Source: an optimization exercise on an open RTL-to-GDS flow (aim: small area, a short achievable clock period and few clock cycles per item). Production flows keep margins and buffers that such runs may drop.

==> run a <==
Design SeqMul_70, start of the top module:
module SeqMul_70(clk, reset, U0, U1, U2, U3, V0, V1, V2, V3, W, done);
==> module SeqMul_70, before the edit <==
module SeqMul_70(clk, reset, U0, U1, U2, U3, V0, V1, V2, V3, W, done);
    input clk, reset;
    input [70:0] U0, U1, U2, U3;
    input [70:0] V0, V1, V2, V3;
    output [567:0] W;
    output reg done;
    wire [141:0] a0 = {U2, U3}, a1 = {U0, U1};
    wire [141:0] b0 = {V2, V3}, b1 = {V0, V1};
    reg s1, s2, s3;
    wire [141:0] ma = reset ? a0 : s1 ? a1 : a0 ^ a1;
    wire [141:0] mb = reset ? b0 : s1 ? b1 : b0 ^ b1;
    wire [482:0] ea, eb;
    ev_142_3 eva(ma, ea);
    ev_142_3 evb(mb, eb);
    reg [482:0] xa, xb;
    always @(posedge clk) begin
        xa <= ea;
        xb <= eb;
    end
    wire [282:0] p;
    ip_142_3 core(xa, xb, p);
    reg [282:0] r0, r1, r2;
    always @(posedge clk) begin
        if (s1) r0 <= p;
        if (s2) r2 <= p;
        if (s3) r1 <= p;
        if (reset) begin
            s1 <= 1'b1;
            s2 <= 1'b0;
            s3 <= 1'b0;
            done <= 1'b0;
        end else begin
            s1 <= 1'b0;
            s2 <= s1;
            s3 <= s2;
            if (s3) done <= 1'b1;
        end
    end
    wire [566:0] q = {284'b0, r0} ^ ({284'b0, r2} << 142);
    wire [566:0] s = q ^ (q << 142);
    wire [566:0] w = s ^ ({284'b0, r1} << 142);
    assign W = {w, 1'b0};
endmodule
Settings: LEC_CHECK=0, CAP_MARGIN=20, CELL_PAD_IN_SITES_DETAIL_PLACEMENT=2, CELL_PAD_IN_SITES_GLOBAL_PLACEMENT=2, CORE_MARGIN=2, CORE_UTILIZATION=30, PLACE_DENSITY=0.35, SETUP_SLACK_MARGIN=5, SLEW_MARGIN=20; clock period 10.0 ns.
run.sh (not shown) runs the stock make flow with config.mk's settings and CLKGATE_MAP_FILE= SYNTH_SCRIPT=/design/flow/synth_recipe.tcl, a recipe that flattens the netlist after the stock synthesis.
==> inputs of run b, as changes to run a <==
--- a/flow/design.v
+++ b/flow/design.v
@@ -142,9 +142,14 @@
     wire [282:0] p;
     ip_142_3 core(xa, xb, p);
-    reg [282:0] r0, r1, r2;
+    reg [566:0] w;
+    reg [140:0] hp, lp;
+    wire [140:0] hl = hp ^ lp;
+    wire [282:0] pre = {hl ^ w[566:426], w[425] ^ w[141], hl ^ w[140:0]};
     always @(posedge clk) begin
-        if (s1) r0 <= p;
-        if (s2) r2 <= p;
-        if (s3) r1 <= p;
+        if (s1) w[141:0] <= p[141:0];
+        if (s1) hp <= p[282:142];
+        lp <= p[140:0];
+        if (s2) w[566:425] <= p[282:141];
+        if (s3) w[424:142] <= pre ^ p;
         if (reset) begin
             s1 <= 1'b1;
@@ -159,7 +164,4 @@
         end
     end
-    wire [566:0] q = {284'b0, r0} ^ ({284'b0, r2} << 142);
-    wire [566:0] s = q ^ (q << 142);
-    wire [566:0] w = s ^ ({284'b0, r1} << 142);
     assign W = {w, 1'b0};
 endmodule
==> flow/flow/run.sh (new file) <==
#!/bin/bash
# Own flow: the standard layout (standard.sh, ORFS), with these changes:
#  - synthesis and repair may not use the 3-input XOR/XNOR cells (slow in this
#    XOR-heavy design; two 2-input cells are smaller and faster),
#  - the port buffers are buf_2 cells instead of ORFS's default choice,
set -euo pipefail
here=$(pwd)
du=$(make -s -C "$FLOW_HOME" DESIGN_CONFIG="$here/config.mk" WORK_HOME="$here/orfs" print-DONT_USE_CELLS 2>/dev/null | sed -n 's/^DONT_USE_CELLS: //p')
[[ -n "$du" ]] || { echo "could not read DONT_USE_CELLS" >&2; exit 1; }
for c in xor3 xnor3; do for s in 1 2 4; do du="$du sky130_fd_sc_hd__${c}_$s"; done; done
margin=$(cat flow/margin 2>/dev/null || echo 6)
bash standard.sh "DONT_USE_CELLS=$du" "BUFFER_PORTS_ARGS=-buffer_cell sky130_fd_sc_hd__buf_2" \
  "SETUP_SLACK_MARGIN=$margin" finish > standard.log 2>&1
==> flow/flow/margin (new file) <==
6.5
==> flow/standard.sh (new file) <==
#!/bin/bash
# synth_recipe.tcl (not shown) runs the flow's synth.tcl, then flattens the netlist and writes it again
# the make line also repeats each setting of config.mk as NAME=value (left out here)
make -C /OpenROAD-flow-scripts/flow DESIGN_CONFIG=/design/flow/config.mk WORK_HOME=/design/flow/orfs CLKGATE_MAP_FILE= SYNTH_SCRIPT=/design/flow/synth_recipe.tcl "${@:-finish}"
==> flow/config.mk (replaced) <==
export PLATFORM = sky130hd
export DESIGN_NAME = SeqMul_70
export DESIGN_NICKNAME = SeqMul_70
export VERILOG_FILES = /design/flow/design.v
export SDC_FILE = /design/flow/constraint.sdc
export NUM_CORES = 8
export LEC_CHECK = 0
export CAP_MARGIN = 20
export CELL_PAD_IN_SITES_DETAIL_PLACEMENT = 1
export CELL_PAD_IN_SITES_GLOBAL_PLACEMENT = 1
export CORE_MARGIN = 2
export CORE_UTILIZATION = 50
export CTS_CLUSTER_DIAMETER = 80
export CTS_CLUSTER_SIZE = 30
export PLACE_DENSITY = 0.7
export SLEW_MARGIN = 20
removed: flow/run.sh
==> inputs of run c, as changes to run a <==
==> flow/flow/run.sh (new file) <==
#!/bin/bash
set -euo pipefail
bash standard.sh SETUP_SLACK_MARGIN=6.5 finish > standard.log 2>&1
==> flow/standard.sh (new file) <==
#!/bin/bash
# synth_recipe.tcl (not shown) runs the flow's synth.tcl, then flattens the netlist and writes it again
# the make line also repeats each setting of config.mk as NAME=value (left out here)
make -C /OpenROAD-flow-scripts/flow DESIGN_CONFIG=/design/flow/config.mk WORK_HOME=/design/flow/orfs CLKGATE_MAP_FILE= SYNTH_SCRIPT=/design/flow/synth_recipe.tcl "${@:-finish}"
--- a/flow/config.mk
+++ b/flow/config.mk
@@ -10,6 +10,6 @@
 export CELL_PAD_IN_SITES_GLOBAL_PLACEMENT = 2
 export CORE_MARGIN = 2
-export CORE_UTILIZATION = 30
-export PLACE_DENSITY = 0.35
+export CORE_UTILIZATION = 40
+export PLACE_DENSITY = 0.5
 export SETUP_SLACK_MARGIN = 5
 export SLEW_MARGIN = 20
removed: flow/run.sh
==> results.toml <==
[run_status]
outcome = "did not finish"
failing_step = "clock tree synthesis"
firstError = "[ERROR DPL-0033] detailed placement checks failed during check placement."

[die]
die_w_um = 666.2

[logic_synthesis]
ys_seq_area_share_pct = 25.47
synth_compound_area_share_pct = 2.537
synth_common_cells = "xnor2_1, nand2_1, nor2_1"

[place]
place_inst = 25700
That was run c.
==> results.toml <==
[run_status]
outcome = "finished clean"

[place]
place_inst = 28020

[layout]
nonClkBufAreaFrac_pct = 9.493

[die]
die_w_um = 768.6

[logic_synthesis]
ys_seq_area_share_pct = 25.47
synth_compound_area_share_pct = 2.537
That was run a.
==> results.toml <==
[run_status]
outcome = "did not finish"
failing_step = "clock tree synthesis"
firstError = "[ERROR DPL-0033] detailed placement checks failed during check placement."

[logic_synthesis]
synth_common_cells = "xnor2_1, nand2_1, xor2_1"

[place]
place_inst = 25380
That was run b.
Function was not checked in any run of this note: the RTL went through the layout flow alone.

## port drivers added, routing unchanged
No port has a modelled driver above. Below, the same layout with a new extraction and two added sets of constraints. Step 1 assumes that a clkbuf_16 drives the clock port and a buf_2 every other input. Step 2, shift: input delay + t, output delay - t, t = (earliest + latest rising clock arrival at the registers) / 2. This alone moves slack from input paths to output paths. Three values: no drivers, after step 1, after step 2; two values: the first two.
run: run a
shift t [ns]: 1.114
setup slack, ns: 4.797 / 4.797 / 3.992
worst hold slack (ns): 0.491 / 0.491 / 0.491
slew at the worst register clock pin (ns): 0.10 / 0.10
After both steps setup and hold are still met in run a. For run a, drivers alone change the setup slack by 0.000 ns; drivers and shift together by -0.805 ns.
